What follows belongs to an exercise in optimizing a design on an open flow for small area, a short achievable clock period and few clock cycles per item; a production flow would make more cautious choices.
Only simulation tests tie the RTL to the original design; equivalence was not proved.

// mult32x32_fast
module mult32x32_fast (
    input logic clk,
    input logic reset,
    input logic start,
    input logic [31:0] a,
    input logic [31:0] b,
    output logic busy,
    output logic [63:0] product
);
Settings: LEC_CHECK=0, CAP_MARGIN=20, CORE_MARGIN=2, CORE_UTILIZATION=40, CTS_BUF_LIST=sky130_fd_sc_hd__clkbuf_4 sky130_fd_sc_hd__clkbuf_8, SETUP_SLACK_MARGIN=4.8, SLEW_MARGIN=20, SYNTH_HIERARCHICAL=1, SYNTH_MINIMUM_KEEP_SIZE=0, TNS_END_PERCENT=10; clock period 10.0 ns.
standard.sh (not shown) runs the stock make flow with config.mk's settings and CLKGATE_MAP_FILE= SYNTH_SCRIPT=/design/flow/synth_recipe.tcl, a recipe that flattens the netlist after the stock synthesis.
==> flow/flow/run.sh <==
#!/bin/bash
# Own layout flow: the standard synthesis and layout (standard.sh), with these changes:
#  - before floorplanning, each combinational cell of the synthesized netlist gets the drive
#    strength its fanout calls for (flow/resize.py): the smallest variant of its footprint for
#    a small fanout, larger ones for large fanouts. Registers are untouched; the layout's repair
#    steps size cells again where slew, capacitance or timing need it;
#  - ports are buffered with buf_2 instead of the default port buffer;
#  - timing repair only sizes cells up and swaps pins (no buffering or cloning), and the
#    repair after global routing is skipped (the repair after clock tree synthesis remains).
# Each tool's output goes to a log file in this folder.
set -euo pipefail
R=orfs/results/sky130hd/mult32x32_fast/base
export BUFFER_PORTS_ARGS="-buffer_cell sky130_fd_sc_hd__buf_2"
export SKIP_INCREMENTAL_REPAIR=1
export SETUP_MOVE_SEQUENCE="sizeup,swap"
bash standard.sh synth > synth.log 2>&1
python3 flow/resize.py "$FLOW_HOME/platforms/sky130hd/lib/sky130_fd_sc_hd__tt_025C_1v80.lib" $R/1_2_yosys.v > resize.log 2>&1
touch $R/1_2_yosys.v
bash standard.sh > layout.log 2>&1
Other scripts of this flow, unchanged in this note and not shown: flow/flow/resize.py
Testbench counts at the start, summed over its fixed seeds: cycles 4,794, items 3,200.
Next try:
==> flow/flow/run.sh (replaced) <==
#!/bin/bash
# Own layout flow: the standard synthesis and layout (standard.sh), with two changes:
#  - before floorplanning, every combinational cell of the synthesized netlist is set to
#    the smallest drive strength of its footprint (flow/resize.py); registers are untouched,
#    and the layout's repair steps size cells up again where needed;
#  - ports are buffered with buf_2 instead of the default port buffer.
# Each tool's output goes to a log file in this folder.
set -euo pipefail
R=orfs/results/sky130hd/mult32x32_fast/base
export BUFFER_PORTS_ARGS="-buffer_cell sky130_fd_sc_hd__buf_2"
export SKIP_INCREMENTAL_REPAIR=1
export SETUP_MOVE_SEQUENCE="sizeup,swap"
bash standard.sh synth > synth.log 2>&1
python3 flow/resize.py "$FLOW_HOME/platforms/sky130hd/lib/sky130_fd_sc_hd__tt_025C_1v80.lib" $R/1_2_yosys.v > resize.log 2>&1
touch $R/1_2_yosys.v
bash standard.sh > layout.log 2>&1
- SETUP_SLACK_MARGIN: 4.8 -> 4.4
- TNS_END_PERCENT: 10 -> 0
=> Routed wire length went down by 0.91%; maximum frequency went down by 5.7%; final area went down by 3.6%; synthesized area stays the same; global-route usage went down by 0.45 points; setup slack gets worse by 0.33 ns.
Next try:
--- a/flow/flow/run.sh
+++ b/flow/flow/run.sh
@@ -10,5 +10,4 @@
 export BUFFER_PORTS_ARGS="-buffer_cell sky130_fd_sc_hd__buf_2"
 export SKIP_INCREMENTAL_REPAIR=1
-export SETUP_MOVE_SEQUENCE="sizeup,swap"
 bash standard.sh synth > synth.log 2>&1
 python3 flow/resize.py "$FLOW_HOME/platforms/sky130hd/lib/sky130_fd_sc_hd__tt_025C_1v80.lib" $R/1_2_yosys.v > resize.log 2>&1
- SETUP_SLACK_MARGIN: 4.4 -> 5.0
Outcome: The new run went through all stages and came out clean; final cell count increases by 2.3%; design area goes up by 7.1%; worst setup slack is better by 0.39 ns; routed wire length rose by about 3.3%; critical path depth increases by 2; via count climbs by 2.3%; flip-flop and latch count stays the same; first-iteration DRC count shrinks by about 10%; core utilization grows by 3.2 points; count of clock-buffer cells in the layout is lower by 1.

[afterwards: timing with drivers on the ports]
Ports are ideal in the flow. The routed layouts listed here were re-timed in OpenROAD.
Step 1: set_driving_cell puts a clkbuf_16 on clk and a buf_2 on each other input, an assumption about the parent block.
Step 2 also shifts input and output timing later by t, the mid clock arrival at the registers, as if the neighbouring blocks saw the same clock.
Three values: ideal, step 1, step 2; two values: the first two.
| run | t, ns | setup WS [ns] | worst setup path at the end | worst data-port slew with drivers (ns) | pins driven straight from the clock port |
|---|---|---|---|---|---|
| the first run | 0.481 | 4.600 / 4.581 / 4.113 | input to register | 0.07 | 1 |
| the second run | 0.492 | 4.272 / 4.284 / 3.800 | input to register | 0.06 | 1 |
| the third run | 0.499 | 4.667 / 4.645 / 4.176 | input to register | 0.07 | 1 |
After both steps setup and hold are still met in every run listed. For the third run, which loses most, drivers alone change the setup slack by -0.022 ns; drivers and shift together by -0.491 ns.
